Background: an optimization exercise with open tools, aiming at small area, a short achievable clock period and few clock cycles. Do not read the settings as production practice.
In this exercise RTL edits were held to simulation tests only and were not proved equivalent to the original.
Power figures rest on the tool's default switching activity, not on a simulated workload.

<file path="design.v">
module SimpleCPU(clk, rst, data_fromRAM, wrEn, addr_toRAM, data_toRAM);
input clk, rst;
input wire [31:0] data_fromRAM;
output reg wrEn;
output reg [9:0] addr_toRAM;
output reg [31:0] data_toRAM;    
localparam S_F0  = 4'd0,   
           S_F1  = 4'd1,   
           S_2   = 4'd2,   
           S_3   = 4'd3,   
           S_4   = 4'd4,   
           S_5   = 4'd5,   
           S_IT  = 4'd6,   
           S_J   = 4'd7,   
           S_BR  = 4'd8,   
           S_NFX = 4'd9,   
           S_NFL = 4'd10,  
           S_NFH = 4'd11;  
localparam OP_ADD = 4'd0, OP_ADDi = 4'd1, OP_NAND = 4'd2, OP_NANDi = 4'd3,
           OP_SRL = 4'd4, OP_SRLi = 4'd5, OP_LT = 4'd6, OP_LTi = 4'd7,
           OP_CP = 4'd8, OP_CPi = 4'd9, OP_CPI = 4'd10, OP_CPIi = 4'd11,
           OP_BZJ = 4'd12, OP_BZJi = 4'd13, OP_MUL = 4'd14, OP_MULi = 4'd15;
reg [3:0]  state;
reg        hz;           
reg [9:0]  pc;
reg [3:0]  op;
reg [9:0]  fa;           
reg [31:0] r2;           
reg [31:0] r3;           
reg        g32;          
reg        bz;           
reg        az;           
wire [31:0] d  = data_fromRAM;
wire [31:0] r1 = data_toRAM;
wire [9:0]  pc1 = pc + 10'd1;
wire st_f1  = state == S_F1;
wire st_2   = state == S_2;
wire st_3   = state == S_3;
wire st_4   = state == S_4;
wire st_5   = state == S_5;
wire st_it  = state == S_IT;
wire st_j   = state == S_J;
wire st_br  = state == S_BR;
wire st_nfx = state == S_NFX;
wire st_nfl = state == S_NFL;
wire st_nf  = state == S_NFX || state == S_NFL || state == S_NFH;
wire op_mul  = op[3:1] == 3'b111;
wire op_alu  = ~op[3];                  
wire op_imm  = op[0];
wire op_srl  = op[3:1] == 3'b010;
wire [32:0] sum;
add32 adder (.a(r1), .b(r2), .s(sum));
wire        lt   = sum[32];
wire        srl_last = g32 | (r2[4:1] == 4'd0);
wire        srl_nz   = ~g32 & (r2[4:0] != 5'd0);
wire r3hz = (r3[31:1] == 31'd0);
wire r2lz = (r2[30:0] == 31'd0);
wire r2z  = r2lz & ~r2[31];
wire mul_last = r3hz | r2lz;
wire jz   = st_j & az;
wire take = (st_f1 & ~hz) | (st_br & ~bz) | jz;
reg [3:0] state_n;
reg       nf;            
always @(*) begin
	nf = 1'b0;
	state_n = state;
	case (state)
	S_F0: state_n = S_F1;
	S_F1: state_n = hz ? S_F0 : S_2;
	S_2:  if (op == OP_CPi) begin nf = 1'b1; state_n = S_NFH; end
	      else state_n = S_3;
	S_3:  case (op)
		OP_ADDi, OP_NANDi, OP_LTi: begin nf = 1'b1; state_n = S_NFX; end
		OP_SRLi: if (srl_last) begin nf = 1'b1; state_n = S_NFX; end
		         else state_n = S_IT;
		OP_MULi: state_n = S_IT;
		OP_BZJi: state_n = S_J;
		OP_CPIi, OP_CP: begin nf = 1'b1; state_n = S_NFL; end
		default: state_n = S_4;  
	      endcase
	S_4:  case (op)
		OP_SRL: state_n = S_IT;
		OP_MUL: if (r2z) begin nf = 1'b1; state_n = S_NFH; end
		        else state_n = S_IT;
		OP_CPI: state_n = S_5;
		OP_BZJ: state_n = S_BR;
		default: begin nf = 1'b1; state_n = S_NFX; end  
	      endcase
	S_5:  begin nf = 1'b1; state_n = S_NFL; end
	S_IT: if (op[3] ? mul_last : srl_last) begin nf = 1'b1; state_n = S_NFH; end
	S_J:  state_n = jz ? S_2 : S_F0;
	S_BR: state_n = bz ? S_F1 : S_2;
	S_NFX, S_NFL, S_NFH: state_n = S_F1;
	default: state_n = S_F0;
	endcase
end
wire nf_bzj = st_3 & (op == OP_BZJ);
wire pc_inc = nf | nf_bzj;
always @(posedge clk) begin
	if (rst) begin
		state <= S_F0;
		pc <= 10'd0;
		addr_toRAM <= 10'd0;
		wrEn <= 1'b0;
		hz <= 1'b0;
	end else begin
		state <= state_n;
		wrEn <= st_nf;
		hz <= st_nf & (fa == pc);
		if (pc_inc) pc <= pc1;
		else if (st_j | (st_br & bz)) pc <= sum[9:0];
		if (take) addr_toRAM <= d[23:14];
		else if (pc_inc) addr_toRAM <= pc1;
		else if (st_2) addr_toRAM <= r2[9:0];
		else if (st_4 & (op == OP_CPI)) addr_toRAM <= d[9:0];
		else if (st_4 | st_j) addr_toRAM <= sum[9:0];    
		else addr_toRAM <= fa;                            
	end
end
wire op_lt   = ~op[3] & op[2] & op[1];
wire sel_imm  = take;
wire sel_zero = (st_2 & (op_mul | op == OP_BZJ)) | ((st_nfx | st_it) & op_srl & g32);
wire sel_nd   = st_3 & op_lt;
wire sel_d    = (st_3 & ((op_alu & ~op_lt) | op == OP_BZJi)) | st_nfl;
wire sel_sum  = (st_nfx & op[2:1] == 2'b00) | (st_it & op[3] & r3[0]);
wire sel_nand = st_nfx & op[2:1] == 2'b01;
wire sel_lt   = st_nfx & op[2:1] == 2'b11;
wire sel_shr  = (st_nfx | st_it) & op_srl & srl_nz;
wire r1_en = sel_imm | sel_zero | sel_nd | sel_d | sel_sum | sel_nand | sel_lt | sel_shr;
wire [31:0] r1_n = ({32{sel_d}} & d) | ({32{sel_imm}} & {18'd0, d[13:0]}) |
                   ({32{sel_nd}} & ~d) | ({32{sel_sum}} & sum[31:0]) |
                   ({32{sel_nand}} & ~(r1 & r2)) | {31'd0, sel_lt & lt} |
                   ({32{sel_shr}} & {1'b0, r1[31:1]});
always @(posedge clk) begin
	if (take) begin
		op <= d[31:28];
		fa <= d[23:14];
	end else if (st_3 & (op == OP_CPIi))
		fa <= d[9:0];
	if (r1_en) data_toRAM <= r1_n;
	if (take)
		r2 <= {18'd0, d[13:0]};
	else if ((st_3 & (op_mul | op == OP_BZJ)) | (st_4 & op_alu))
		r2 <= d;
	else if (st_it & op[3])
		r2 <= {r2[30:0], 1'b0};
	else if (st_it & srl_nz)
		r2[4:0] <= r2[4:0] - 5'd1;
	if (take) g32 <= |d[13:5];
	else if (st_4) g32 <= |d[31:5];
	if (st_4) bz <= (d == 32'd0);
	if (st_3) az <= (d[9:0] == 10'd0);
	if (st_4) r3 <= d;
	else if (st_3) r3 <= {18'd0, r2[13:0]};
	else r3 <= {1'b0, r3[31:1]};
end
endmodule
module add32(input [31:0] a, input [31:0] b, output [32:0] s);
  wire [31:0] p0 = a ^ b, g0 = a & b;
  wire [31:0] g1, p1, g2, p2, g3, p3, g4, p4, g5, p5, c;
  genvar i;
  generate for (i = 0; i < 32; i = i + 1) begin : l1
    if (i % 2 == 1) begin
      assign g1[i] = g0[i] | p0[i] & g0[i-1]; assign p1[i] = p0[i] & p0[i-1];
    end else begin
      assign g1[i] = g0[i]; assign p1[i] = p0[i];
    end
  end endgenerate
  generate for (i = 0; i < 32; i = i + 1) begin : l2
    if (i % 4 == 3) begin
      assign g2[i] = g1[i] | p1[i] & g1[i-2]; assign p2[i] = p1[i] & p1[i-2];
    end else begin
      assign g2[i] = g1[i]; assign p2[i] = p1[i];
    end
  end endgenerate
  generate for (i = 0; i < 32; i = i + 1) begin : l3
    if (i % 8 == 7) begin
      assign g3[i] = g2[i] | p2[i] & g2[i-4]; assign p3[i] = p2[i] & p2[i-4];
    end else begin
      assign g3[i] = g2[i]; assign p3[i] = p2[i];
    end
  end endgenerate
  generate for (i = 0; i < 32; i = i + 1) begin : l4
    if (i % 16 == 15) begin
      assign g4[i] = g3[i] | p3[i] & g3[i-8]; assign p4[i] = p3[i] & p3[i-8];
    end else begin
      assign g4[i] = g3[i]; assign p4[i] = p3[i];
    end
  end endgenerate
  generate for (i = 0; i < 32; i = i + 1) begin : l5
    if (i == 31) begin
      assign g5[i] = g4[i] | p4[i] & g4[i-16]; assign p5[i] = p4[i] & p4[i-16];
    end else begin
      assign g5[i] = g4[i]; assign p5[i] = p4[i];
    end
  end endgenerate
  generate for (i = 0; i < 32; i = i + 1) begin : dn
    if (i == 0 || i == 1 || i == 3 || i == 7 || i == 15 || i == 31)
      assign c[i] = g5[i];
    else if (i == 23)
      assign c[i] = g5[i] | p5[i] & c[15];
    else if (i % 8 == 7)
      assign c[i] = g5[i] | p5[i] & c[i-8];
    else if (i % 4 == 3)
      assign c[i] = g5[i] | p5[i] & c[i-4];
    else if (i % 2 == 1)
      assign c[i] = g5[i] | p5[i] & c[i-2];
    else
      assign c[i] = g0[i] | p0[i] & c[i-1];
  end endgenerate
  assign s[0] = p0[0];
  generate for (i = 1; i < 32; i = i + 1) begin : so
    assign s[i] = p0[i] ^ c[i-1];
  end endgenerate
  assign s[32] = c[31];
endmodule
</file>
<file path="flow/run.sh">
#!/bin/bash
# The standard layout, with plain buffers instead of delay cells on the ports,
# and timing repair aimed at a shorter period than the clock's.
set -euo pipefail
export BUFFER_PORTS_ARGS="-buffer_cell sky130_fd_sc_hd__buf_2"
export SETUP_SLACK_MARGIN=7.7
bash standard.sh > standard.log 2>&1
</file>
<file path="standard.sh">
#!/bin/bash
# synth_recipe.tcl (not shown) runs the flow's synth.tcl, then flattens the netlist and writes it again
# the make line also repeats each setting of config.mk as NAME=value (left out here)
make -C /OpenROAD-flow-scripts/flow DESIGN_CONFIG=/design/flow/config.mk WORK_HOME=/design/flow/orfs CLKGATE_MAP_FILE= SYNTH_SCRIPT=/design/flow/synth_recipe.tcl "${@:-finish}"
</file>
<file path="config.mk">
export PLATFORM = sky130hd
export DESIGN_NAME = SimpleCPU
export DESIGN_NICKNAME = SimpleCPU
export VERILOG_FILES = /design/flow/design.v
export SDC_FILE = /design/flow/constraint.sdc
export NUM_CORES = 4
export LEC_CHECK = 0
export ABC_AREA = 1
export CAP_MARGIN = 20
export CORE_MARGIN = 2
export CORE_UTILIZATION = 40
export SLEW_MARGIN = 20
</file>
<file path="constraint.sdc">
create_clock -name core_clock -period 11.0 [get_ports {clk}]
set_input_delay 2.2000 -clock core_clock [delete_from_list [all_inputs] [get_ports {clk}]]
set_output_delay 2.2000 -clock core_clock [all_outputs]
set_load 0.01 [all_outputs]
</file>
==> metrics.md, run 1 <==
| Metric | Value |
|---|---|
| Status | finished clean |
| Area Growth Syn to Fin | 14.63% |
| Internal power | 1.740 mW |
| Vias | 8407 |
| First-pass GRT wire length | 44.97 mm |
| Row count | 54 |
| Core area | 21760 sq um |
| Cell count after synthesis | 1120 |
| Fin util | 46.56% |
| Placed Cells | 1440 |
| Num ports | 77 |
| Multi-input logic area | 4746 sq um |
| CP cell instances | buf_4 -> buf_2 |
| Gr usage total | 24.65% |
| NetSw | 1.461 mW |
| Leading area contributor after synthesis | edfxtp_1 |
| Rel. slew slack | 32.00% |
| Worst slack, placed | 6974 ps |
| Total die area | 23300 sq um |
| RSZ-0062 raised after global routing | yes |
| Pre-Repair DR Iteration Count | 5 |
| Combinational power share | 50.9% |
| Post-route setup slack | 7654 ps |
| Top post-synthesis cells by area | edfxtp_1 (21%), dfxtp_1 (17%), nand2_1 (7.9%) |
| Final Setup Violations | 0 |
| Starting Density | 40.62% |
| Startpoint Class | flop |
| Syn nets | 1204 |
| Synthesized area | 8837 sq um |
| Non-Filler Instances | 1485 |
| Peak supply drop | 0.1437 mV |
| Cell area after layout | 10130 sq um |
| Max Slew Vio Count | 0 |
| Yosys warning total | 1 |
| Layout cells sized above 1 | 15.85% |
| Synth cell types | 54 |
| Crit-path max FO | 2 |
| Nets | 1276 |
| Sw frac | 45.65% |
| Max cap viols | 0 |
| Register share of total power | 31.4% |
| Pwr Density | 316.1 nW/um^2 |
| Primary FF master, synth | dfxtp_1 |
| Slowest stage delay, CP | 410 ps |
| Post-route DRC | 0 |
| Static Leakage | 4.443 nW |
| Post-synthesis async set-or-reset flop share | 0% |
| GP Congestion | 0.9180 |
| Number of flops mapped to enable cells by yosys | 63 |
| Hold Crit Class | reg2reg |
| Placement Cell Area | 9434 sq um |
| Critical Path End Type | primary output |
| Min Tclk post-route | 3346 ps |
| Routed wire length | 28.96 mm |
| H-tree depth | 4 |
| Clock Power Share | 17.7% |
| Sum of negative setup slack | 0 ps |
| Die extent in y | 152.6 microns |
| Worst setup path category | reg2out |
| Routed wire length per instance | 19.50 microns |
| I/O Buffers | 76 |
| Clock root cell | clkbuf_16 |
| Slowest cell on the critical path | edfxtp_1 |
| Least-Margin Pin Slew | 1019 ps |
| Final hold vios | 0 |
| GRT overflow | 0 |
| Diode count | 0 |
| Vias in the first global route | 7923 |
| Largest net degree at the start of global routing | 54 |
| Tot Pwr | 3.202 mW |
| Initial antenna violation count | 0 |
| Fin crit share | 30.42% |
| Routed Antenna Nets | 0 |
| Sequential standard cell area | 3413 sq um |
| TritonCTS Buffers | 17 |
| Final Skew | 13.57 ps |
| Yosys reg bits | 139 |
| CP required | 8800 ps |
| Worst skew pair latency | 440 ps |
| Sequential-to-total area share from yosys stat | 38.62% |
| Area share of the largest cell type after synthesis | 21.41% |
| Clock tree from TritonCTS | yes |
| Worst Hold Slack | 471.7 ps |
| Post-DP HPWL | 21.50 mm |
| Clk slew on worst S/H paths | 60 ps |
| Mean number of vias per cell | 5.661 |
| Worst Path Arrival | 1150 ps |
| Initial DRC Count | 766 |
| Die X | 152.6 microns |
| Layout fillers | 2235 |
| Syn Area/Cell | 7.890 sq um |
| Max Fclk | 0.2988 GHz |
| CTS Sinks | 139 |
| Max Buffers Root-to-Sink | 2 |
## critical path, delay by kind of cell (launching register included)
kind     cells  cell delay (ps)
buf+inv      2              300
flops        1              410
## area by class of cell
class | instances | share of cell area [%]
clock buffer | 20 | 4.311
timing repair buffer | 96 | 5.237
clock inverter | 12 | 1.235
multi-input combinational | 798 | 46.85
sequential | 139 | 33.70
inverter | 140 | 5.212
tap | 280 | 3.459
## sequential cells by signal, summed over array words and instances (netlist names), 4 cells and up
register / cells
data_toRAM: 32
r2: 32
r3: 32
addr_toRAM: 10
fa: 10
pc: 10
op: 4
state: 4
## final timing paths
| check | startpoint | endpoint | slack, ps | cells after the start |
|---|---|---|---|---|
| max | data_toRAM[0] | data_toRAM[0] | 7650 | 2 |
| min | r3[28] | r3[27] | 470 | 2 |
| max reg2reg | data_toRAM[0] | data_toRAM[27] | 7810 | 16 |
| min reg2reg | r3[28] | r3[27] | 470 | 2 |
## power groups by stage
| stage | Sequential, mW | Clock (mW) | Combinational (mW) |
|---|---|---|---|
| floorplan | 0.999 | 0 | 1.04 |
| global placement | 1.02 | 0 | 1.52 |
| detailed placement | 1.02 | 0 | 1.53 |
| CTS | 1.01 | 0.571 | 1.58 |
| global route | 1.03 | 0.592 | 1.81 |
| finish | 1.01 | 0.566 | 1.63 |
## per-layer routing
metal / vias up / wire length, microns / global-route usage [%]
li1: 4032 / - / -
met3: 58 / 2137 / 4.465
met2: 360 / 12780 / 37.84
met5: - / 0 / 0
met1: 3957 / 13130 / 34.56
met4: 0 / 901 / 9.656
## layout by cell type (no fill, tap or decap), types with 12 or more instances in the layout
cell	count
buf_2	76
edfxtp_1	63
nor2_1	111
xor2_1	15
o211ai_1	14
o21ai_0	98
inv_2	14
a22oi_1	21
fa_1	14
ha_1	33
nand4_1	26
inv_1	125
a221oi_1	12
nand3_1	55
nand2_1	185
xnor2_1	12
o221ai_1	18
buf_4	20
dfxtp_1	76
clkbuf_16	17
a21oi_1	75
o22ai_1	21
## kinds of logic after synthesis
family                   Yosys count  synth area share, %
adder cells (fa/ha/maj)           50                8.438
AND/OR/NAND/NOR                  425                21.34
buffers and inverters            183                8.283
XOR/XNOR                          28                2.775
flip-flops                       139                38.62
AO/OA/AOI/OAI                    295                20.54
## cells in the mapped netlist, drive strengths merged, types with 2 or more instances
| cell type | instances |
|---|---|
| or2 | 6 |
| a21o | 2 |
| buf | 18 |
| clkbuf | 25 |
| dfxtp | 76 |
| ha | 34 |
| a21oi | 77 |
| nor3 | 11 |
| nand3 | 58 |
| fa | 16 |
| a221oi | 12 |
| o211ai | 14 |
| nor2 | 121 |
| nand4 | 27 |
| a2111oi | 3 |
| a22oi | 21 |
| a211oi | 2 |
| nand2 | 197 |
| o221ai | 18 |
| edfxtp | 63 |
| a31oi | 6 |
| inv | 140 |
| xnor2 | 13 |
| o22ai | 22 |
| xor2 | 15 |
| nor4 | 4 |
| o21ai | 111 |
## repair_timing
| item | in CTS | in global routing |
|---|---|---|
| gates resized for setup | 6 | 6 |
| cloned | 0 | 0 |
| setup buffers | 6 | 7 |
| endpoints found under the setup margin | 51 | 13 |
| pin swaps | 2 | 3 |
| hold buffers | 0 | 0 |
Testbench counts, summed over its fixed seeds: cycles 252,232.
==> inputs of run 2 (changes only) <==
--- a/config.mk
+++ b/config.mk
@@ -9,4 +9,5 @@
 export CAP_MARGIN = 20
 export CORE_MARGIN = 2
 export CORE_UTILIZATION = 40
+export PLACE_DENSITY = 0.5
 export SLEW_MARGIN = 20
==> metrics.md, run 2 <==
| Metric | Value |
|---|---|
| Status | finished clean |
| Area share of the largest cell type after synthesis | 21.41% |
| Hold-fix buffers at CTS | 0 |
| Synthesized area | 8837 sq um |
| Sw frac | 45.82% |
| Die extent in y | 152.6 microns |
| CP required | 8800 ps |
| Placed Cells | 1443 |
| Initial DRC Count | 591 |
| Yosys reg bits | 139 |
| End of the worst register-to-register path | data_toRAM[25] |
| Largest net degree at the start of global routing | 54 |
| Static Leakage | 4.480 nW |
| CP Depth | 1 |
| Hold Crit Class | reg2reg |
| NetSw | 1.494 mW |
| Number of flops mapped to enable cells by yosys | 63 |
| Min Tclk post-route | 3280 ps |
| Top-count cell post-synth | nand2_1 |
| Sequential standard cell area | 3413 sq um |
| Least-Margin Pin Slew | 902.6 ps |
| Placement Cell Area | 9457 sq um |
| Critical Path End Type | primary output |
| R2R Setup Slk | 7820 ps |
| TritonCTS Buffers | 17 |
| Yosys warning total | 1 |
| Fin crit share | 29.82% |
| Post-DP HPWL | 22.75 mm |
| H-tree depth | 4 |
| Mean number of vias per cell | 5.580 |
| Num ports | 77 |
| Most common cell after layout, fill and taps aside | nand2_1 |
| Internal power | 1.767 mW |
| Total die area | 23300 sq um |
| First-pass GRT wire length | 47.18 mm |
| Clk slew on worst S/H paths | 70 ps |
| Max Slew Vio Count | 0 |
| CTS Sinks | 139 |
| Syn Area/Cell | 7.890 sq um |
| Most frequent cells in the layout | nand2_1 (184), inv_1 (124), nor2_1 (111) |
| Syn nets | 1204 |
| Clock Power Share | 17.9% |
| Nets | 1284 |
| Combinational power share | 51.5% |
| Peak supply drop | 0.1261 mV |
| Max cap viols | 0 |
| Final Setup Violations | 0 |
| Routed wire length | 30.71 mm |
| Non-Filler Instances | 1493 |
| Synth cell types | 54 |
| Family with the most delay on the worst path | flip-flops |
| Worst r2r src | r2[0] |
| GP Congestion | 0.8915 |
| CP cell instances | buf_6 |
| Die X | 152.6 microns |
| Final Skew | 12.85 ps |
| Crit-path max FO | 4 |
| Top flop regs | data_toRAM x32, r2 x32, r3 x32 |
| Layout fillers | 2258 |
| Critical Path Sink | data_toRAM[1] |
| Area Growth Syn to Fin | 15.79% |
| Post-synthesis async set-or-reset flop share | 0% |
| Slowest stage delay, CP | 480 ps |
| Clock root cell | clkbuf_16 |
| Rel. slew slack | 39.61% |
| Startpoint Class | flop |
| Max Buffers Root-to-Sink | 2 |
| Routed Antenna Nets | 0 |
| Vias | 8331 |
| Tot Pwr | 3.261 mW |
| Sequential-to-total area share from yosys stat | 38.62% |
| Multi-input logic area | 4765 sq um |
| Leading area contributor after synthesis | edfxtp_1 |
| Diode count | 0 |
| Core area | 21760 sq um |
| Initial antenna violation count | 0 |
| Top post-synthesis cells by area | edfxtp_1 (21%), dfxtp_1 (17%), nand2_1 (7.9%) |
| I/O Buffers | 76 |
| Primary FF master, synth | dfxtp_1 |
| Synth cell count leaders | nand2_1 (187), inv_1 (125), nor2_1 (113) |
| Worst Path Arrival | 1080 ps |
| Count of buffer and inverter cells on the critical path | 1 |
| Routed wire length per instance | 20.57 microns |
| Worst Hold Slack | 476.7 ps |
| Vias in the first global route | 8069 |
| Worst Reg-to-Reg Cells | 16 |
| Register share of total power | 30.6% |
| Sum of negative setup slack | 0 ps |
| Gr usage total | 26.19% |
| Post-route DRC | 0 |
| Cell area after layout | 10230 sq um |
| Max Fclk | 0.3048 GHz |
| Slowest cell on the critical path | edfxtp_1 |
| Final hold vios | 0 |
| Pwr Density | 318.7 nW/um^2 |
| GRT overflow | 0 |
| Starting Density | 40.62% |
| Crit path from | data_toRAM[1] |
| Cell count after synthesis | 1120 |
| Worst skew pair latency | 440 ps |
| Pre-Repair DR Iteration Count | 8 |
| Row count | 54 |
| Layout cells sized above 1 | 16.98% |
| RSZ-0062 raised after global routing | yes |
| Worst setup path category | reg2out |
| Clock tree from TritonCTS | yes |
==> run 2: cell count changes in the layout (fill, tap and decap cells not counted), sizes merged <==
| cell | previous run | this run |
|---|---|---|
| clkbuf | 20 | 17 |
| inv | 141 | 142 |
| clkinvlp | 3 | 5 |
| buf | 96 | 104 |
==> run 2: worst min path at each step <==
stage / start / endpoint / slack [ps] / cells past startpoint
6_report: r3[25] / r3[24] / 480 / 2
5_1_grt: r3[25] / r3[24] / 500 / 2
4_1_cts: r3[25] / r3[24] / 480 / 2
3_5_place_dp: r3[25] / r3[24] / 470 / 2
3_3_place_gp: r3[15] / r3[14] / 480 / 2
2_1_floorplan: r3[25] / r3[24] / 450 / 2
==> run 2: cells by family after synthesis <==
kind of cell,synth area share (%)
flops,38.62
buf+inv,8.283
xor+xnor,2.775
fa+ha+maj,8.438
compound gates,20.54
simple gates,21.34
==> run 2: area by class of cell <==
cell class	count	share of cell area, %
multi-input cells	798	46.56
flip-flops and latches	139	33.36
repair buffers	104	5.869
inverters	140	5.160
clock buffers	17	4.158
well taps	280	3.424
clock inverters	15	1.467
==> run 2: layer usage <==
| metal | vias up | global-route usage [%] | routed length (microns) | share of wire (%) |
|---|---|---|---|---|
| met3 | 46 | 4.096 | 1631 | 5.3 |
| met2 | 254 | 39.93 | 13550 | 44 |
| met5 | - | 0 | 0 | 0 |
| met1 | 3981 | 37.82 | 14750 | 48 |
| met4 | 0 | 9.039 | 782 | 2.5 |
| li1 | 4050 | - | - | - |
==> run 2: what timing repair did <==
item / CTS / global route
endpoints found under the setup margin: 52 / 16
buffers inserted: 9 / 8
gates cloned: 0 / 0
gates resized for setup: 3 / 17
pin swaps: 2 / 9
==> run 2: per-stage QoR <==
step | utilization (%) | setup slack, ps
after floorplan | - | 7863
after global placement | 43.47 | 7329
after detailed placement | 43.47 | 7256
after CTS | 46.46 | 7674
after global routing | 47.03 | 7677
final | 47.03 | 7720
==> run 2: power groups by stage <==
stage / sequential (mW) / combinational, mW / clock, mW
2_1_floorplan: 0.999 / 1.04 / 0
3_3_place_gp: 1.02 / 1.56 / 0
3_5_place_dp: 1.02 / 1.55 / 0
4_1_cts: 1.00 / 1.61 / 0.591
5_1_grt: 1.02 / 1.87 / 0.609
6_report: 0.999 / 1.68 / 0.583
==> inputs of run 3 (changes only) <==
--- a/config.mk
+++ b/config.mk
@@ -8,6 +8,5 @@
 export ABC_AREA = 1
 export CAP_MARGIN = 20
 export CORE_MARGIN = 2
-export CORE_UTILIZATION = 40
-export PLACE_DENSITY = 0.5
+export CORE_UTILIZATION = 50
 export SLEW_MARGIN = 20
==> metrics.md, run 3 <==
| Metric | Value |
|---|---|
| Final hold vios | 0 |
| Max Fclk | 0.3049 GHz |
| Syn Area/Cell | 7.890 sq um |
| Area share of the largest cell type after synthesis | 21.41% |
| Number of flops mapped to enable cells by yosys | 63 |
| Post-route setup slack | 7720 ps |
| Routed Antenna Nets | 0 |
| Post-synthesis async set-or-reset flop share | 0% |
| Peak supply drop | 0.1965 mV |
| Vias | 8511 |
| Synth cell count leaders | nand2_1 (187), inv_1 (125), nor2_1 (113) |
| Gr usage total | 31.58% |
| Initial antenna violation count | 0 |
| Mean number of vias per cell | 5.939 |
| Worst setup path category | reg2out |
| Layout cells sized above 1 | 16.06% |
| Max cap viols | 0 |
| R2R Setup Slk | 7770 ps |
| Worst skew pair latency | 430 ps |
| Row count | 48 |
| Final Setup Violations | 0 |
| Slowest cell on the critical path | edfxtp_1 |
| Routed wire length | 29.35 mm |
| Max Slew Vio Count | 0 |
| Most frequent cells in the layout | nand2_1 (185), inv_1 (125), nor2_1 (111) |
| GRT overflow | 0 |
| Clk slew on worst S/H paths | 60 ps |
| TritonCTS Buffers | 17 |
| Most common cell after layout, fill and taps aside | nand2_1 |
| Diode count | 0 |
| Starting Density | 51.09% |
| CP cell instances | buf_2 |
| Die extent in y | 136.9 microns |
| Simple-gate share of the synthesized area | 21.34% |
| Count of buffer and inverter cells on the critical path | 1 |
| Hold Crit Class | reg2reg |
| Sequential-to-total area share from yosys stat | 38.62% |
| Max Buffers Root-to-Sink | 2 |
| Worst Hold Slack | 487.4 ps |
| Die X | 136.9 microns |
| CP Depth | 1 |
| Core area | 17300 sq um |
| Hold-fix buffers at CTS | 0 |
| Top-count cell post-synth | nand2_1 |
| Synthesized area | 8837 sq um |
| CTS Sinks | 139 |
| Adder-cell share of the synthesized area | 8.438% |
| Top post-synthesis cells by area | edfxtp_1 (21%), dfxtp_1 (17%), nand2_1 (7.9%) |
| Cell area after layout | 10120 sq um |
| Pre-Repair DR Iteration Count | 5 |
| Crit-path max FO | 4 |
| Worst Reg-to-Reg Cells | 16 |
| Clock tree from TritonCTS | yes |
| Startpoint Class | flop |
| Post-route DRC | 0 |
| Mux cell area share after synthesis | 0% |
| Nets | 1279 |
| Non-Filler Instances | 1433 |
| Family with the most delay on the worst path | flip-flops |
| Yosys reg bits | 139 |
| Final Skew | 9.533 ps |
| Synth Area in Compound Gates | 20.54% |
| Placement Cell Area | 9373 sq um |
| Slowest stage delay, CP | 470 ps |
| Pwr Density | 320.3 nW/um^2 |
| Xor and xnor area share after synthesis | 2.775% |
| Leading area contributor after synthesis | edfxtp_1 |
| Syn nets | 1204 |
| Worst Path Arrival | 1080 ps |
| Largest net degree at the start of global routing | 54 |
| Total die area | 18750 sq um |
| Placed Cells | 1386 |
| Routed wire length per instance | 20.48 microns |
| CP required | 8800 ps |
| Num ports | 77 |
| Post-DP HPWL | 21.53 mm |
| GP Congestion | 0.9176 |
| Area Growth Syn to Fin | 14.48% |
| Vias in the first global route | 7743 |
| Cell count after synthesis | 1120 |
| Largest family of logic cells by synthesized area | simple AND/OR/NAND/NOR gates |
| RSZ-0062 raised after global routing | yes |
| Fin crit share | 29.82% |
| Initial DRC Count | 762 |
| Min Tclk post-route | 3280 ps |
| Static Leakage | 4.495 nW |
| Critical Path End Type | primary output |
| Least-Margin Pin Slew | 942.9 ps |
| I/O Buffers | 76 |
| Status | finished clean |
| Sum of negative setup slack | 0 ps |
| H-tree depth | 4 |
| Rel. slew slack | 36.92% |
| Clock root cell | clkbuf_16 |
| Yosys warning total | 1 |
| Synth cell types | 54 |
| Worst slack, placed | 7278 ps |
| Primary FF master, synth | dfxtp_1 |
| Hold Path Depth | 2 |
| First-pass GRT wire length | 44.30 mm |
| Top flop regs | data_toRAM x32, r2 x32, r3 x32 |
## run 3: through the flow
stage               power (mW)  util, %
CTS                      3.165    57.82
detailed placement       2.554    54.19
finish                   3.241    58.49
global placement         2.547    54.19
global route             3.444    58.49
floorplan                2.039        -
## run 3: worst min-delay path: stages, from the launching register on
cell	delay, ps
dfxtp_1	300
inv_1	70
o22ai_1	70
## run 3: repair_timing
item / in CTS / in global routing
buffers inserted: 5 / 10
gates resized for setup: 3 / 9
setup endpoints to repair: 37 / 41
pin swaps: 2 / 4
endpoints found under the hold margin: 0 / 0
## run 3: path summary, 6_finish.rpt
check	end	from
worst max register to register	data_toRAM[27]	data_toRAM[0]
worst max-delay path	data_toRAM[2]	data_toRAM[2]
worst min register to register	r3[26]	r3[27]
worst min-delay path	r3[26]	r3[27]
## run 3: cell type report
type                            count  area, sq um
Fill cell                        1641         7179
Multi-Input combinational cell    798         4753
Sequential cell                   139         3413
Timing Repair Buffer               99        559.3
Inverter                          140        528.0
Clock buffer                       24        491.7
Tap cell                          225        281.5
Clock inverter                      8        90.09
## run 3: cell families (layout without fill, tap and decap cells)
logic type | count (synthesis) | count (layout)
buf+inv | 183 | 271
flops | 139 | 139
fa+ha+maj | 50 | 50
xor+xnor | 28 | 28
simple gates | 425 | 425
compound gates | 295 | 295
## run 3: where the power goes
| group | internal [mW] | switching (mW) | total [mW] |
|---|---|---|---|
| logic | 0.595 | 1.06 | 1.66 |
| clock network | 0.356 | 0.223 | 0.578 |
| registers | 0.818 | 0.187 | 1.01 |
| total | 1.77 | 1.47 | 3.24 |
## run 3: per-layer routing
layer	GRT usage, %	part of all wire [%]	wire [microns]	vias up
met5	0	0	0	-
met4	8.534	1.7	487	0
met3	5.963	8.4	2469	31
met2	48.37	45	13300	366
met1	45.64	45	13100	4078
li1	-	-	-	4036
==> inputs of run 4 (changes only) <==
--- a/flow/run.sh
+++ b/flow/run.sh
@@ -3,5 +3,5 @@
 # and timing repair aimed at a shorter period than the clock's.
 set -euo pipefail
 export BUFFER_PORTS_ARGS="-buffer_cell sky130_fd_sc_hd__buf_2"
-export SETUP_SLACK_MARGIN=7.7
+export SETUP_SLACK_MARGIN=7.6
 bash standard.sh > standard.log 2>&1
--- a/config.mk
+++ b/config.mk
@@ -8,5 +8,5 @@
 export ABC_AREA = 1
 export CAP_MARGIN = 20
 export CORE_MARGIN = 2
-export CORE_UTILIZATION = 50
+export CORE_UTILIZATION = 40
 export SLEW_MARGIN = 20
==> metrics.md, run 4 <==
| Metric | Value |
|---|---|
| Slowest stage delay, CP | 500 ps |
| RSZ-0062 raised after global routing | yes |
| Post-route DRC | 0 |
| Routed wire length | 28.79 mm |
| Startpoint Class | flop |
| Fin crit share | 30.23% |
| Vias | 8343 |
| Worst setup path category | reg2out |
| R2R Setup Slk | 7700 ps |
| Starting Density | 40.62% |
| Layout cells sized above 1 | 15.06% |
| Fin util | 46.19% |
| Final Setup Violations | 0 |
| Primary FF master, synth | dfxtp_1 |
| Worst Hold Slack | 471.3 ps |
| Critical Path End Type | primary output |
| H-tree depth | 4 |
| Placement Cell Area | 9434 sq um |
| Row count | 54 |
| Synth cell types | 54 |
| Routed Antenna Nets | 0 |
| Nets | 1266 |
| Total die area | 23300 sq um |
| GP Congestion | 0.9180 |
| Leading area contributor after synthesis | edfxtp_1 |
| Sum of negative setup slack | 0 ps |
| Synth cell count leaders | nand2_1 (187), inv_1 (125), nor2_1 (113) |
| Least-Margin Pin Slew | 1015 ps |
| Final Skew | 11.35 ps |
| CP Depth | 1 |
| Status | finished clean |
| Gr usage total | 24.64% |
| Yosys warning total | 1 |
| CTS Sinks | 139 |
| Layout fillers | 2237 |
| Post-synthesis async set-or-reset flop share | 0% |
| Area Growth Syn to Fin | 13.72% |
| Largest net degree at the start of global routing | 54 |
| Post-route setup slack | 7675 ps |
| Cell area after layout | 10050 sq um |
| Min Tclk post-route | 3325 ps |
| Static Leakage | 4.389 nW |
| Most frequent cells in the layout | nand2_1 (185), inv_1 (125), nor2_1 (111) |
| Number of flops mapped to enable cells by yosys | 63 |
| Worst slack, placed | 6974 ps |
| Diode count | 0 |
| Max cap viols | 0 |
| Top-count cell post-synth | nand2_1 |
| TritonCTS Buffers | 17 |
| Pwr Density | 314.2 nW/um^2 |
| Max Slew Vio Count | 0 |
| Slowest cell on the critical path | edfxtp_1 |
| Initial DRC Count | 718 |
| Peak supply drop | 0.1419 mV |
| Worst Path Arrival | 1120 ps |
| Die extent in y | 152.6 microns |
| Family with the most delay on the worst path | flip-flops |
| Yosys reg bits | 139 |
| Clk slew on worst S/H paths | 60 ps |
| Core area | 21760 sq um |
| Worst Reg-to-Reg Cells | 16 |
| Max Buffers Root-to-Sink | 2 |
| Post-DP HPWL | 21.50 mm |
| Routed wire length per instance | 19.52 microns |
| Synthesized area | 8837 sq um |
| Top flop regs | data_toRAM x32, r2 x32, r3 x32 |
| Clock root cell | clkbuf_16 |
| Hold Path Depth | 2 |
| Num ports | 77 |
| First-pass GRT wire length | 44.94 mm |
| Vias in the first global route | 7923 |
| Count of buffer and inverter cells on the critical path | 1 |
| Clock tree from TritonCTS | yes |
| Crit-path max FO | 4 |
| Max Fclk | 0.3008 GHz |
| Mean number of vias per cell | 5.656 |
| Cell count after synthesis | 1120 |
| Die X | 152.6 microns |
| Final hold vios | 0 |
| Top post-synthesis cells by area | edfxtp_1 (21%), dfxtp_1 (17%), nand2_1 (7.9%) |
| Most common cell after layout, fill and taps aside | nand2_1 |
| Syn Area/Cell | 7.890 sq um |
| Hold-fix buffers at CTS | 0 |
| Rel. slew slack | 32.28% |
| CP required | 8800 ps |
| GRT overflow | 0 |
| CP cell instances | buf_2 |
| I/O Buffers | 76 |
| Sequential-to-total area share from yosys stat | 38.62% |
| Pre-Repair DR Iteration Count | 5 |
| Syn nets | 1204 |
| Worst skew pair latency | 440 ps |
| Area share of the largest cell type after synthesis | 21.41% |
| Initial antenna violation count | 0 |
| Hold Crit Class | reg2reg |
-- run 4: cell counts after synthesis --
No cell type changed its count.
-- run 4: logic make-up after synthesis --
group | after synthesis | synth area share, %
compound gates | 295 | 20.54
flops | 139 | 38.62
simple gates | 425 | 21.34
buf+inv | 183 | 8.283
xor+xnor | 28 | 2.775
fa+ha+maj | 50 | 8.438
-- run 4: layer usage --
metal | vias to the layer above | share of wire, % | GRT usage, %
li1 | 4015 | - | -
met1 | 3944 | 45 | 34.47
met2 | 328 | 44 | 37.80
met3 | 56 | 7.4 | 4.608
met4 | 0 | 3.2 | 9.656
met5 | - | 0 | 0
-- run 4: power by group --
group | internal [mW] | leakage [nW] | switching [mW] | total, mW
registers | 0.819 | 1.22 | 0.199 | 1.02
logic | 0.560 | 2.89 | 1.02 | 1.58
clock network | 0.332 | 0.270 | 0.232 | 0.565
total | 1.71 | 4.39 | 1.45 | 3.16
-- run 4: final cells by class --
| cell class | instances | area [sq um] | area share, % |
|---|---|---|---|
| well taps | 280 | 350.3 | 3.486 |
| clock inverters | 12 | 125.1 | 1.245 |
| multi-input cells | 798 | 4741 | 47.17 |
| inverters | 140 | 528.0 | 5.254 |
| clock buffers | 20 | 436.7 | 4.345 |
| flip-flops and latches | 139 | 3413 | 33.96 |
| repair buffers | 86 | 455.4 | 4.532 |
-- run 4: path summary, 6_finish.rpt --
path                       start             end
setup / recovery  data_toRAM[30]  data_toRAM[30]
hold / removal            r3[28]          r3[27]
setup reg to reg           r2[0]  data_toRAM[27]
hold reg to reg           r3[28]          r3[27]
-- run 4: metrics by stage --
| stage | cells | total power [mW] |
|---|---|---|
| 2_1_floorplan | 1120 | 2.039 |
| 3_3_place_gp | 1440 | 2.538 |
| 3_5_place_dp | 1440 | 2.550 |
| 4_1_cts | 1473 | 3.135 |
| 5_1_grt | 1475 | 3.395 |
| 6_report | 1475 | 3.158 |
-- run 4: timing repair --
action                     in CTS  in global routing
pin swaps                       1                  3
hold endpoints to repair        0                  0
setup endpoints to repair      44                  6
resized for setup               5                  6
setup buffers                   1                  2
==> inputs of run 5 (changes only) <==
--- a/flow/run.sh
+++ b/flow/run.sh
@@ -3,5 +3,5 @@
 # and timing repair aimed at a shorter period than the clock's.
 set -euo pipefail
 export BUFFER_PORTS_ARGS="-buffer_cell sky130_fd_sc_hd__buf_2"
-export SETUP_SLACK_MARGIN=7.6
+export SETUP_SLACK_MARGIN=7.85
 bash standard.sh > standard.log 2>&1
==> metrics.md, run 5 <==
| Metric | Value |
|---|---|
| Status | finished clean |
| Core area | 21760 sq um |
| Peak supply drop | 0.1443 mV |
| Count of buffer and inverter cells on the critical path | 1 |
| Sequential-to-total area share from yosys stat | 38.62% |
| Final Skew | 13.83 ps |
| Least-Margin Pin Slew | 918.7 ps |
| Hold-fix buffers at CTS | 0 |
| Leading area contributor after synthesis | edfxtp_1 |
| Post-DP HPWL | 21.50 mm |
| CP cell instances | buf_2 |
| Slowest stage delay, CP | 450 ps |
| TritonCTS Buffers | 17 |
| Num ports | 77 |
| Post-synthesis async set-or-reset flop share | 0% |
| Top flop regs | data_toRAM x32, r2 x32, r3 x32 |
| Die X | 152.6 microns |
| Worst setup path category | reg2out |
| Synthesized area | 8837 sq um |
| DR top layer | met4 |
| Routed wire length per instance | 19.48 microns |
| Clock root cell | clkbuf_16 |
| Pwr Density | 320.6 nW/um^2 |
| Worst slack, placed | 6974 ps |
| Initial DRC Count | 855 |
| Gr usage total | 25.00% |
| Metal-1 WL | 13.28 mm |
| Max Slew Vio Count | 0 |
| Initial antenna violation count | 0 |
| Max cap viols | 0 |
| Syn nets | 1204 |
| Synth cell types | 54 |
| GRT overflow | 0 |
| Mean number of vias per cell | 5.660 |
| Crit-path max FO | 3 |
| Starting Density | 40.62% |
| Placed Cells | 1440 |
| Vias | 8575 |
| CTS Sinks | 139 |
| Min Tclk post-route | 3254 ps |
| Worst Path Arrival | 1050 ps |
| Largest net degree at the start of global routing | 54 |
| Pre-Repair DR Iteration Count | 5 |
| Area Growth Syn to Fin | 18.75% |
| Syn Area/Cell | 7.890 sq um |
| Critical Path End Type | primary output |
| Final hold vios | 0 |
| First-pass GRT wire length | 45.64 mm |
| H-tree depth | 4 |
| Total die area | 23300 sq um |
| Family with the most delay on the worst path | flip-flops |
| Vias in the first global route | 8128 |
| Tot Pwr | 3.365 mW |
| Wire length on met2 | 13.03 mm |
| Most common cell after layout, fill and taps aside | nand2_1 |
| Yosys warning total | 1 |
| I/O Buffers | 76 |
| Slowest cell on the critical path | edfxtp_1 |
| Primary FF master, synth | dfxtp_1 |
| GP Congestion | 0.9180 |
| Die extent in y | 152.6 microns |
| Clock tree from TritonCTS | yes |
| Post-route DRC | 0 |
| Final Setup Violations | 0 |
| Top-count cell post-synth | nand2_1 |
| Diode count | 0 |
| Static Leakage | 4.613 nW |
| Area share of the largest cell type after synthesis | 21.41% |
| CP required | 8800 ps |
| Startpoint Class | flop |
| Rel. slew slack | 38.53% |
| Layout cells sized above 1 | 19.76% |
| Routed Antenna Nets | 0 |
| Max Buffers Root-to-Sink | 2 |
| Most frequent cells in the layout | nand2_1 (180), inv_1 (123), nor2_1 (109) |
| Routed wire length | 29.52 mm |
| Clk slew on worst S/H paths | 60 ps |
| Non-Filler Instances | 1515 |
| Nets | 1306 |
| Post-route setup slack | 7746 ps |
| Sum of negative setup slack | 0 ps |
| RSZ-0062 raised after global routing | yes |
| Hold Crit Class | reg2reg |
| Row count | 54 |
| Top post-synthesis cells by area | edfxtp_1 (21%), dfxtp_1 (17%), nand2_1 (7.9%) |
| Fin crit share | 29.58% |
| Number of flops mapped to enable cells by yosys | 63 |
| Cell count after synthesis | 1120 |
| Max Fclk | 0.3073 GHz |
| Worst skew pair latency | 440 ps |
| Met3 wire length | 2.253 mm |
| Yosys reg bits | 139 |
| Synth cell count leaders | nand2_1 (187), inv_1 (125), nor2_1 (113) |
-- run 5: cell counts after synthesis --
Identical to the previous run, type by type.
-- run 5: kinds of logic after synthesis --
logic type	share of synthesized area (%)
and+or+nand+nor	21.34
AOI/OAI and AO/OA	20.54
buffers and inverters	8.283
DFF	38.62
adders and majority gates	8.438
xor gates and xnor gates	2.775
-- run 5: final timing paths --
path	from	cells past startpoint	end	slack [ps]
setup / recovery	data_toRAM[12]	1	data_toRAM[12]	7750
hold / removal	r3[28]	2	r3[27]	470
setup reg to reg	data_toRAM[1]	18	data_toRAM[27]	7820
hold reg to reg	r3[28]	2	r3[27]	470
-- run 5: final cells by class --
type	instances	area (sq um)
repair buffers	126	762.0
multi-input cells	798	4876
clock buffers	20	436.7
clock inverters	12	125.1
flip-flops and latches	139	3413
inverters	140	530.5
well taps	280	350.3
fillers	2192	11260
-- run 5: metrics by stage --
step / cell area, sq um / hold slack [ps] / utilization [%]
after floorplan: 8837 / 448.7 / -
after global placement: 9434 / 462.9 / 43.36
after detailed placement: 9434 / 463.8 / 43.36
after CTS: 10290 / 473.9 / 47.29
after global routing: 10490 / 491.6 / 48.23
final: 10490 / 472.9 / 48.23
-- run 5: worst register-to-register path, cell delays in order, from the launching register on --
cell,delay (ps)
edfxtp_1,410
buf_4,150
buf_4,140
fa_2,380
inv_2,70
nor2_1,50
a211oi_2,190
buf_4,170
o21ai_4,70
nand3_2,100
nand2_4,80
nand2_4,80
nand2_4,70
nand3_2,90
nand2_1,70
fa_2,340
xor2_1,160
a22oi_1,190
o211ai_1,120
-- run 5: what timing repair did --
| item | 4_1_cts | 5_1_grt |
|---|---|---|
| pin swaps | 7 | 13 |
| gates resized for setup | 15 | 32 |
| gates cloned | 0 | 0 |
| buffers inserted | 33 | 10 |
| endpoints found under the setup margin | 85 | 82 |
| hold endpoints to repair | 0 | 0 |
-- run 5: layer usage --
layer	vias to the layer above	global-route usage, %
met3	59	4.266
met2	377	38.39
met1	4048	34.96
met5	-	0
li1	4091	-
met4	0	10.36
-- run 5: report_power, final --
part	internal (mW)	total (mW)	switching, mW
clock network	0.332	0.565	0.233
registers	0.818	0.990	0.172
logic	0.699	1.81	1.11
==> inputs of run 6 (changes only) <==
--- a/design.v
+++ b/design.v
@@ -29,7 +29,6 @@
 reg [31:0] r3;           
 reg        g32;          
 reg        bz;           
-reg        az;           
 wire [31:0] d  = data_fromRAM;
 wire [31:0] r1 = data_toRAM;
 wire [9:0]  pc1 = pc + 10'd1;
@@ -57,8 +56,9 @@
 wire r2lz = (r2[30:0] == 31'd0);
 wire r2z  = r2lz & ~r2[31];
 wire mul_last = r3hz | r2lz;
-wire jz   = st_j & az;
-wire take = (st_f1 & ~hz) | (st_br & ~bz) | jz;
+wire take = (st_f1 & ~hz) | (st_br & ~bz);
+wire d_cpi = d[31:28] == OP_CPi;
+wire d_cpb = d[31] & ~d[30] & ~d[28];    
 reg [3:0] state_n;
 reg       nf;            
 always @(*) begin
@@ -66,8 +66,8 @@
 	state_n = state;
 	case (state)
 	S_F0: state_n = S_F1;
-	S_F1: state_n = hz ? S_F0 : S_2;
-	S_2:  if (op == OP_CPi) begin nf = 1'b1; state_n = S_NFH; end
+	S_F1: state_n = hz ? S_F0 : d_cpi ? S_NFH : S_2;
+	S_2:  if (op == OP_CP) begin nf = 1'b1; state_n = S_NFL; end
 	      else state_n = S_3;
 	S_3:  case (op)
 		OP_ADDi, OP_NANDi, OP_LTi: begin nf = 1'b1; state_n = S_NFX; end
@@ -75,27 +75,27 @@
 		         else state_n = S_IT;
 		OP_MULi: state_n = S_IT;
 		OP_BZJi: state_n = S_J;
-		OP_CPIi, OP_CP: begin nf = 1'b1; state_n = S_NFL; end
+		OP_CPIi: begin nf = 1'b1; state_n = S_NFL; end
+		OP_CPI: state_n = S_5;
 		default: state_n = S_4;  
 	      endcase
 	S_4:  case (op)
 		OP_SRL: state_n = S_IT;
 		OP_MUL: if (r2z) begin nf = 1'b1; state_n = S_NFH; end
 		        else state_n = S_IT;
-		OP_CPI: state_n = S_5;
 		OP_BZJ: state_n = S_BR;
 		default: begin nf = 1'b1; state_n = S_NFX; end  
 	      endcase
 	S_5:  begin nf = 1'b1; state_n = S_NFL; end
 	S_IT: if (op[3] ? mul_last : srl_last) begin nf = 1'b1; state_n = S_NFH; end
-	S_J:  state_n = jz ? S_2 : S_F0;
-	S_BR: state_n = bz ? S_F1 : S_2;
+	S_J:  state_n = S_F0;
+	S_BR: state_n = bz ? S_F1 : d_cpi ? S_NFH : S_2;
 	S_NFX, S_NFL, S_NFH: state_n = S_F1;
 	default: state_n = S_F0;
 	endcase
 end
 wire nf_bzj = st_3 & (op == OP_BZJ);
-wire pc_inc = nf | nf_bzj;
+wire pc_inc = nf | nf_bzj | (take & d_cpi);
 always @(posedge clk) begin
 	if (rst) begin
 		state <= S_F0;
@@ -109,10 +109,11 @@
 		hz <= st_nf & (fa == pc);
 		if (pc_inc) pc <= pc1;
 		else if (st_j | (st_br & bz)) pc <= sum[9:0];
-		if (take) addr_toRAM <= d[23:14];
-		else if (pc_inc) addr_toRAM <= pc1;
+		if (pc_inc) addr_toRAM <= pc1;
+		else if (take & d_cpb) addr_toRAM <= d[9:0];
+		else if (take) addr_toRAM <= d[23:14];
 		else if (st_2) addr_toRAM <= r2[9:0];
-		else if (st_4 & (op == OP_CPI)) addr_toRAM <= d[9:0];
+		else if (st_3 & (op == OP_CPI)) addr_toRAM <= d[9:0];
 		else if (st_4 | st_j) addr_toRAM <= sum[9:0];    
 		else addr_toRAM <= fa;                            
 	end
@@ -149,7 +150,6 @@
 	if (take) g32 <= |d[13:5];
 	else if (st_4) g32 <= |d[31:5];
 	if (st_4) bz <= (d == 32'd0);
-	if (st_3) az <= (d[9:0] == 10'd0);
 	if (st_4) r3 <= d;
 	else if (st_3) r3 <= {18'd0, r2[13:0]};
 	else r3 <= {1'b0, r3[31:1]};
==> flow/run.sh (replaced) <==
#!/bin/bash
# The standard layout, with plain buffers instead of delay cells on the ports,
# and timing repair aimed at a shorter period than the clock's.
set -euo pipefail
export BUFFER_PORTS_ARGS="-buffer_cell sky130_fd_sc_hd__buf_4"
export SETUP_SLACK_MARGIN=7.7
bash standard.sh > standard.log 2>&1
--- a/config.mk
+++ b/config.mk
@@ -6,7 +6,10 @@
 export NUM_CORES = 4
 export LEC_CHECK = 0
 export ABC_AREA = 1
-export CAP_MARGIN = 20
+export CAP_MARGIN = 65
 export CORE_MARGIN = 2
 export CORE_UTILIZATION = 40
-export SLEW_MARGIN = 20
+export CTS_BUF_LIST = sky130_fd_sc_hd__clkbuf_8
+export CTS_CLUSTER_DIAMETER = 100
+export CTS_CLUSTER_SIZE = 40
+export SLEW_MARGIN = 65
==> metrics.md, run 6 <==
| Metric | Value |
|---|---|
| CTS Sinks | 138 |
| Area share of the largest cell type after synthesis | 20.55% |
| Static Leakage | 4.708 nW |
| Simple-gate share of the synthesized area | 22.54% |
| Synthesized area | 9060 sq um |
| Pre-Repair DR Iteration Count | 8 |
| CP required | 8800 ps |
| Mux cell area share after synthesis | 0% |
| Crit-path max FO | 3 |
| Diode count | 0 |
| Worst skew pair latency | 460 ps |
| Worst Hold Slack | 471.8 ps |
| Post-DP HPWL | 22.98 mm |
| Fin crit share | 29.89% |
| Number of flops mapped to enable cells by yosys | 62 |
| Slowest stage delay, CP | 470 ps |
| Most frequent cells in the layout | nand2_1 (221), inv_1 (139), nor2_1 (110) |
| Final hold vios | 0 |
| Min Tclk post-route | 3288 ps |
| Pwr Density | 308.2 nW/um^2 |
| Worst r2r src | data_toRAM[0] |
| GR Util met3 | 4.455% |
| Mean number of vias per cell | 5.700 |
| Syn Area/Cell | 7.671 sq um |
| Largest net degree at the start of global routing | 44 |
| Hold Startpoint | r3[23] |
| Die extent in y | 154.5 microns |
| Synth cell count leaders | nand2_1 (228), inv_1 (142), nor2_1 (111) |
| Initial DRC Count | 864 |
| Sum of negative setup slack | 0 ps |
| Routed Antenna Nets | 0 |
| GRT overflow | 0 |
| Xor and xnor area share after synthesis | 2.900% |
| Clock tree from TritonCTS | yes |
| TritonCTS Buffers | 17 |
| Adder-cell share of the synthesized area | 8.231% |
| Max Fclk | 0.3041 GHz |
| Row count | 55 |
| Final Setup Violations | 0 |
| Multi-input logic area | 4987 sq um |
| Routed wire length per instance | 20.11 microns |
| Post-route DRC | 0 |
| Top flop regs | data_toRAM x32, r2 x32, r3 x32 |
| Clk slew on worst S/H paths | 90 ps |
| Cell count after synthesis | 1181 |
| Crit path from | data_toRAM[21] |
| Top post-synthesis cells by area | edfxtp_1 (21%), dfxtp_1 (17%), nand2_1 (9.4%) |
| Status | finished clean |
| First-pass GRT wire length | 48.76 mm |
| Leading area contributor after synthesis | edfxtp_1 |
| Core area | 22430 sq um |
| Family with the most delay on the worst path | flip-flops |
| RSZ-0062 raised after global routing | yes |
| Nets | 1365 |
| Non-Filler Instances | 1579 |
| Hold-fix buffers at CTS | 0 |
| Vias in the first global route | 8499 |
| Rel. slew slack | 66.58% |
| Grt met2 use | 44.47% |
| Worst Path Arrival | 1090 ps |
| Num ports | 77 |
| Hold Crit Class | reg2reg |
| Sequential-to-total area share from yosys stat | 37.34% |
| Initial antenna violation count | 0 |
| Most common cell after layout, fill and taps aside | nand2_1 |
| Gr busiest metal | met2 |
| Max Slew Vio Count | 0 |
| Gr usage total | 26.55% |
| Total die area | 23870 sq um |
| I/O Buffers | 76 |
| Worst setup path category | reg2out |
| Placed Cells | 1506 |
| H-tree depth | 4 |
| GP Congestion | 0.9253 |
| Syn nets | 1265 |
| Largest family of logic cells by synthesized area | simple AND/OR/NAND/NOR gates |
| Synth cell types | 55 |
| Peak supply drop | 0.1041 mV |
| Die X | 154.5 microns |
| Primary FF master, synth | dfxtp_1 |
| Sequential standard cell area | 3383 sq um |
| Yosys reg bits | 138 |
| Critical Path End Type | primary output |
| Least-Margin Pin Slew | 499.6 ps |
| Slowest cell on the critical path | edfxtp_1 |
| Max cap viols | 0 |
| Max Buffers Root-to-Sink | 2 |
| Layout fillers | 2247 |
| Count of buffer and inverter cells on the critical path | 1 |
| Tot Pwr | 3.327 mW |
| Clock root cell | clkbuf_8 |
| Area Growth Syn to Fin | 19.16% |
| Layout cells sized above 1 | 18.16% |
| Synth Area in Compound Gates | 19.83% |
| Top-count cell post-synth | nand2_1 |
| Yosys warning total | 1 |
| M1 GR Usage | 35.30% |
| Vias | 9000 |
| Post-synthesis async set-or-reset flop share | 0% |
| Final Skew | 14.80 ps |
| CP cell instances | buf_6 |
| Routed wire length | 31.76 mm |
| Starting Density | 40.38% |
| Startpoint Class | flop |
run 6: stage by stage:
| step | util, % | instance area (sq um) | worst slack (ps) |
|---|---|---|---|
| after floorplan | - | 9066 | 7709 |
| after global routing | 48.12 | 10800 | 7629 |
| after detailed placement | 44.21 | 9917 | 6994 |
| final | 48.12 | 10800 | 7712 |
| after global placement | 43.79 | 9824 | 6980 |
| after CTS | 47.03 | 10550 | 7680 |
run 6: final cells by class:
cell class	count	area share, %
flip-flops and latches	138	31.34
multi-input cells	841	46.20
well taps	285	3.303
inverters	155	5.436
clock inverters	14	1.646
repair buffers	128	9.782
clock buffers	18	2.295
run 6: path summary, 6_finish.rpt:
path / endpoint / slack, ps / cells after the start
hold reg to reg: r3[22] / 470 / 2
setup reg to reg: data_toRAM[30] / 7860 / 17
hold / removal: r3[22] / 470 / 2
setup / recovery: data_toRAM[21] / 7710 / 1
run 6: cell families (layout without fill, tap and decap cells):
kind of cell	after synthesis	in the layout
AND/OR/NAND/NOR	466	466
flip-flops	138	138
XOR/XNOR	30	30
AO/OA/AOI/OAI	294	295
adder cells (fa/ha/maj)	50	50
buffers and inverters	203	315
run 6: timing repair:
item,in CTS,in global routing
gates cloned,1,0
buffers inserted,24,15
pin swaps,1,1
setup endpoints to repair,52,46
resized for setup,6,29
run 6: where the power goes:
part | total (mW) | leakage (nW) | switching (mW) | internal [mW]
combinational | 1.87 | 3.27 | 1.14 | 0.731
sequential | 0.991 | 1.21 | 0.182 | 0.809
clock | 0.467 | 0.224 | 0.216 | 0.251
total | 3.33 | 4.71 | 1.54 | 1.79
run 6: metal layers:
layer / vias up / part of all wire, %
met5: - / 0
met3: 59 / 7.4
met4: 0 / 2.4
met1: 4242 / 42
met2: 438 / 48
li1: 4261 / -
Testbench counts of run 6, summed over its fixed seeds: cycles 248,206.
==> inputs of run 7 (changes only) <==
--- a/config.mk
+++ b/config.mk
@@ -9,7 +9,5 @@
 export CAP_MARGIN = 65
 export CORE_MARGIN = 2
 export CORE_UTILIZATION = 40
-export CTS_BUF_LIST = sky130_fd_sc_hd__clkbuf_8
-export CTS_CLUSTER_DIAMETER = 100
-export CTS_CLUSTER_SIZE = 40
+export CTS_BUF_LIST = sky130_fd_sc_hd__clkbuf_4 sky130_fd_sc_hd__clkbuf_8
 export SLEW_MARGIN = 65
==> metrics.md, run 7 <==
| Metric | Value |
|---|---|
| Row count | 55 |
| Worst Path Arrival | 1100 ps |
| Slowest stage delay, CP | 470 ps |
| Top flop regs | data_toRAM x32, r2 x32, r3 x32 |
| Final Setup Violations | 0 |
| Post-synthesis async set-or-reset flop share | 0% |
| Static Leakage | 4.701 nW |
| GP Congestion | 0.9253 |
| Area share of the largest cell type after synthesis | 20.55% |
| Peak supply drop | 0.1045 mV |
| Met3 wire length | 2.271 mm |
| Total die area | 23870 sq um |
| Top post-synthesis cells by area | edfxtp_1 (21%), dfxtp_1 (17%), nand2_1 (9.4%) |
| Sequential-to-total area share from yosys stat | 37.34% |
| Routed wire length | 31.83 mm |
| Die extent in y | 154.5 microns |
| Most common cell after layout, fill and taps aside | nand2_1 |
| Initial antenna violation count | 1 |
| Gr usage total | 26.61% |
| Register share of total power | 29.7% |
| Sw frac | 46.14% |
| Family with the most delay on the worst path | flip-flops |
| Post-route DRC | 0 |
| RSZ-0062 raised after global routing | yes |
| Max Buffers Root-to-Sink | 2 |
| Top-count cell post-synth | nand2_1 |
| Primary FF master, synth | dfxtp_1 |
| R2R Setup Slk | 7860 ps |
| Rel. slew slack | 66.93% |
| End of the worst register-to-register path | data_toRAM[15] |
| Vias in the first global route | 8538 |
| Wire length on met2 | 15.37 mm |
| Synth cell count leaders | nand2_1 (228), inv_1 (142), nor2_1 (111) |
| Leading area contributor after synthesis | edfxtp_1 |
| Min Tclk post-route | 3300 ps |
| Starting Density | 40.38% |
| Area Growth Syn to Fin | 19.03% |
| Sum of negative setup slack | 0 ps |
| Tot Pwr | 3.333 mW |
| Nets | 1363 |
| Clock tree from TritonCTS | yes |
| Routed Antenna Nets | 0 |
| Syn Area/Cell | 7.671 sq um |
| Worst r2r src | data_toRAM[4] |
| Max cap viols | 0 |
| Critical Path End Type | primary output |
| CP required | 8800 ps |
| I/O Buffers | 76 |
| Final hold vios | 0 |
| Cell count after synthesis | 1181 |
| Clk slew on worst S/H paths | 90 ps |
| Max Slew Vio Count | 0 |
| CTS Sinks | 138 |
| Post-DP HPWL | 22.98 mm |
| Pre-Repair DR Iteration Count | 7 |
| Mean number of vias per cell | 5.738 |
| Least-Margin Pin Slew | 494.4 ps |
| Initial DRC Count | 916 |
| CP cell instances | buf_6 |
| Internal power | 1.795 mW |
| Core area | 22430 sq um |
| Worst Reg-to-Reg Cells | 13 |
| Count of buffer and inverter cells on the critical path | 1 |
| Pwr Density | 309.0 nW/um^2 |
| Final Skew | 14.85 ps |
| Synth cell types | 55 |
| Die X | 154.5 microns |
| First-pass GRT wire length | 48.88 mm |
| Metal-1 WL | 13.42 mm |
| WHS Endpoint | r3[22] |
| Yosys warning total | 1 |
| Combinational power share | 55.9% |
| Clock Power Share | 14.4% |
| Worst Hold Slack | 471.6 ps |
| Worst setup path category | reg2out |
| Status | finished clean |
| Fin crit share | 30.00% |
| Hold Path Depth | 2 |
| TritonCTS Buffers | 17 |
| Clock root cell | clkbuf_8 |
| Hold Startpoint | r3[23] |
| Slowest cell on the critical path | edfxtp_1 |
| Layout cells sized above 1 | 18.19% |
| Synthesized area | 9060 sq um |
| Routed wire length per instance | 20.18 microns |
| Largest net degree at the start of global routing | 44 |
| Max Fclk | 0.3030 GHz |
| NetSw | 1.538 mW |
| H-tree depth | 4 |
| Syn nets | 1265 |
| Most frequent cells in the layout | nand2_1 (221), inv_1 (137), nor2_1 (110) |
| GRT overflow | 0 |
| Vias | 9049 |
| Startpoint Class | flop |
| Num ports | 77 |
| Worst skew pair latency | 470 ps |
| Yosys reg bits | 138 |
| Number of flops mapped to enable cells by yosys | 62 |
| DR top layer | met4 |
| Hold Crit Class | reg2reg |
| Diode count | 0 |
| Crit-path max FO | 3 |
==> run 7: kinds of logic (layout without fill, tap and decap cells) <==
kind of cell | after synthesis | after routing | synth area share (%)
AOI/OAI and AO/OA | 294 | 295 | 19.83
xor gates and xnor gates | 30 | 30 | 2.900
adders and majority gates | 50 | 50 | 8.231
buffers and inverters | 203 | 312 | 9.156
DFF | 138 | 138 | 37.34
and+or+nand+nor | 466 | 467 | 22.54
==> run 7: worst register-to-register path, cell delays in order (launching register included) <==
cell and delay [ps]:
edfxtp_1 470, buf_4 170, buf_4 130, ha_1 290, nand4_1 110, o21ai_2 200, inv_1 100, o21a_1 210
o21ai_1 250, a21oi_1 140, fa_1 390, xnor2_1 130, a21oi_1 170, o221ai_1 130
==> run 7: layout make-up <==
class / count / area [sq um]
clock buffer: 21 / 270.3
clock inverter: 11 / 166.4
fill: 2249 / 11650
inverter: 155 / 586.8
multi-input combinational: 842 / 5007
sequential: 138 / 3383
tap: 285 / 356.6
timing repair buffer: 125 / 1013
==> run 7: power by group through the flow <==
stage	Sequential, mW	Clock, mW	Combinational, mW
floorplan	0.988	0	1.08
global route	1.01	0.502	2.05
detailed placement	1.01	0	1.66
finish	0.991	0.478	1.86
global placement	1.02	0	1.63
CTS	0.989	0.479	1.76
==> run 7: worst max path at each step <==
stage	slack [ps]	from	cells after the start	endpoint
2_1_floorplan	7710	data_fromRAM[31]	12	pc[7]
3_3_place_gp	6980	data_fromRAM[31]	10	addr_toRAM[2]
3_5_place_dp	6990	data_fromRAM[31]	12	pc[5]
4_1_cts	7680	data_toRAM[0]	17	data_toRAM[30]
5_1_grt	7630	data_toRAM[0]	17	data_toRAM[30]
6_report	7700	data_toRAM[21]	1	data_toRAM[21]
==> run 7: metal layers <==
layer  up-vias  track usage [%]
li1       4252                -
met1      4295            35.30
met2       443            44.56
met3        59            4.539
met4         0            8.201
met5         -                0
==> run 7: metrics by stage <==
stage               area [sq um]  worst slack, ps  cells  util, %
finish                     10780             7700   1577    48.07
global route               10780             7629   1577    48.07
CTS                        10570             7680   1562    47.13
detailed placement          9917             6994   1506    44.21
global placement            9824             6980   1503    43.79
floorplan                   9066             7709   1181        -
==> run 7: repair_timing <==
| item | CTS | global route |
|---|---|---|
| pin swaps | 1 | 1 |
| hold buffers | 0 | 0 |
| setup buffers | 22 | 14 |
| resized for setup | 8 | 25 |
| setup endpoints to repair | 52 | 43 |
| gates cloned | 2 | 0 |
==> inputs of run 8 (changes only) <==
--- a/config.mk
+++ b/config.mk
@@ -9,5 +9,4 @@
 export CAP_MARGIN = 65
 export CORE_MARGIN = 2
 export CORE_UTILIZATION = 40
-export CTS_BUF_LIST = sky130_fd_sc_hd__clkbuf_4 sky130_fd_sc_hd__clkbuf_8
 export SLEW_MARGIN = 65
==> metrics.md, run 8 <==
| Metric | Value |
|---|---|
| Routed wire length per instance | 20.25 microns |
| Crit-path max FO | 2 |
| Largest net degree at the start of global routing | 44 |
| Top flop regs | data_toRAM x32, r2 x32, r3 x32 |
| Wire length on met2 | 15.00 mm |
| GRT overflow | 0 |
| Worst Path Arrival | 1110 ps |
| Worst Hold Slack | 471.2 ps |
| Top-count cell post-synth | nand2_1 |
| Hold Crit Class | reg2reg |
| Crit path from | data_toRAM[0] |
| Hold Startpoint | r3[25] |
| Worst skew pair latency | 430 ps |
| Tot Pwr | 3.392 mW |
| H-tree depth | 4 |
| Diode count | 0 |
| Number of flops mapped to enable cells by yosys | 62 |
| Gr usage total | 26.34% |
| RSZ-0062 raised after global routing | yes |
| Area Growth Syn to Fin | 19.17% |
| Synth cell types | 55 |
| Layout cells sized above 1 | 16.86% |
| Hold Path Depth | 2 |
| Clock root cell | clkbuf_16 |
| DR top layer | met4 |
| Initial DRC Count | 991 |
| Area share of the largest cell type after synthesis | 20.55% |
| Simple-gate share of the synthesized area | 22.54% |
| Sum of negative setup slack | 0 ps |
| Min Tclk post-route | 3314 ps |
| Metal-1 WL | 13.23 mm |
| Synth cell count leaders | nand2_1 (228), inv_1 (142), nor2_1 (111) |
| Routed wire length | 31.59 mm |
| Placement Cell Area | 9917 sq um |
| Final Skew | 10.10 ps |
| Syn nets | 1265 |
| CTS Sinks | 138 |
| TritonCTS Buffers | 17 |
| End of the worst register-to-register path | data_toRAM[15] |
| CP required | 8800 ps |
| Die extent in y | 154.5 microns |
| Mux cell area share after synthesis | 0% |
| Final Setup Violations | 0 |
| Die X | 154.5 microns |
| Syn Area/Cell | 7.671 sq um |
| Critical Path End Type | primary output |
| Cell area after layout | 10800 sq um |
| Most frequent cells in the layout | nand2_1 (221), inv_1 (137), nor2_1 (109) |
| Final hold vios | 0 |
| Adder-cell share of the synthesized area | 8.231% |
| Mean number of vias per cell | 5.765 |
| Routed Antenna Nets | 0 |
| Post-DP HPWL | 22.98 mm |
| Yosys reg bits | 138 |
| Rel. slew slack | 66.97% |
| Post-synthesis async set-or-reset flop share | 0% |
| Least-Margin Pin Slew | 495.4 ps |
| Total die area | 23870 sq um |
| Xor and xnor area share after synthesis | 2.900% |
| Max cap viols | 0 |
| Startpoint Class | flop |
| Clk slew on worst S/H paths | 60 ps |
| Initial antenna violation count | 0 |
| Static Leakage | 4.685 nW |
| Peak supply drop | 0.1599 mV |
| Status | finished clean |
| Worst Reg-to-Reg Cells | 13 |
| Num ports | 77 |
| Top post-synthesis cells by area | edfxtp_1 (21%), dfxtp_1 (17%), nand2_1 (9.4%) |
| Sequential-to-total area share from yosys stat | 37.34% |
| Max Fclk | 0.3017 GHz |
-- run 8: cell counts after synthesis --
No cell type changed its count.
-- run 8: worst max-delay path: stages, from the launching register on --
cell,delay [ps]
edfxtp_1,410
buf_4,150
buf_4,130
-- run 8: kinds of logic (layout without fill, tap and decap cells) --
family                   count (synthesis)  in the layout
flip-flops                             138            138
adder cells (fa/ha/maj)                 50             50
XOR/XNOR                                30             30
buffers and inverters                  203            295
AND/OR/NAND/NOR                        466            467
AO/OA/AOI/OAI                          294            295
-- run 8: what timing repair did --
action	CTS	global route
buffers inserted	11	8
hold buffers	0	0
resized for setup	5	16
pin swaps	1	2
setup endpoints to repair	39	35
gates cloned	1	1
hold endpoints to repair	0	0
-- run 8: power by group --
| part | internal (mW) | switching, mW |
|---|---|---|
| Combinational | 0.667 | 1.11 |
| Sequential | 0.811 | 0.192 |
| Clock | 0.377 | 0.236 |
-- run 8: stage by stage --
step	util [%]	instances
after floorplan	-	1181
after global routing	48.13	1560
after CTS	47.41	1550
after global placement	43.79	1503
after detailed placement	44.21	1506
final	48.13	1560
-- run 8: area by class of cell --
class                      count  area (sq um)
tap                          285         356.6
clock inverter                10         136.4
multi-input combinational    842          5012
clock buffer                  22         475.5
sequential                   138          3383
timing repair buffer         108         845.8
inverter                     155         586.8
fill                        2235         11640
-- run 8: metal layers --
metal / track usage (%) / vias up
li1: - / 4217
met1: 35.01 / 4235
met2: 43.71 / 468
met3: 3.895 / 73
met4: 9.700 / 0
met5: 0 / -
-- run 8: worst max-delay path by stage --
stage	to	slack (ps)	depth (start not counted)
after CTS	data_toRAM[30]	7680	17
after floorplan	pc[7]	7710	12
after global routing	data_toRAM[0]	7650	2
after global placement	addr_toRAM[2]	6980	10
final	data_toRAM[0]	7690	2
after detailed placement	pc[5]	6990	12

Setup slack of run 8, layout unchanged: 7.686 ns with ideal ports, 7.644 ns with driving cells assumed (clock clkbuf_16, inputs buf_2), 7.309 ns with port delays also shifted by the 0.469 ns mid clock arrival.
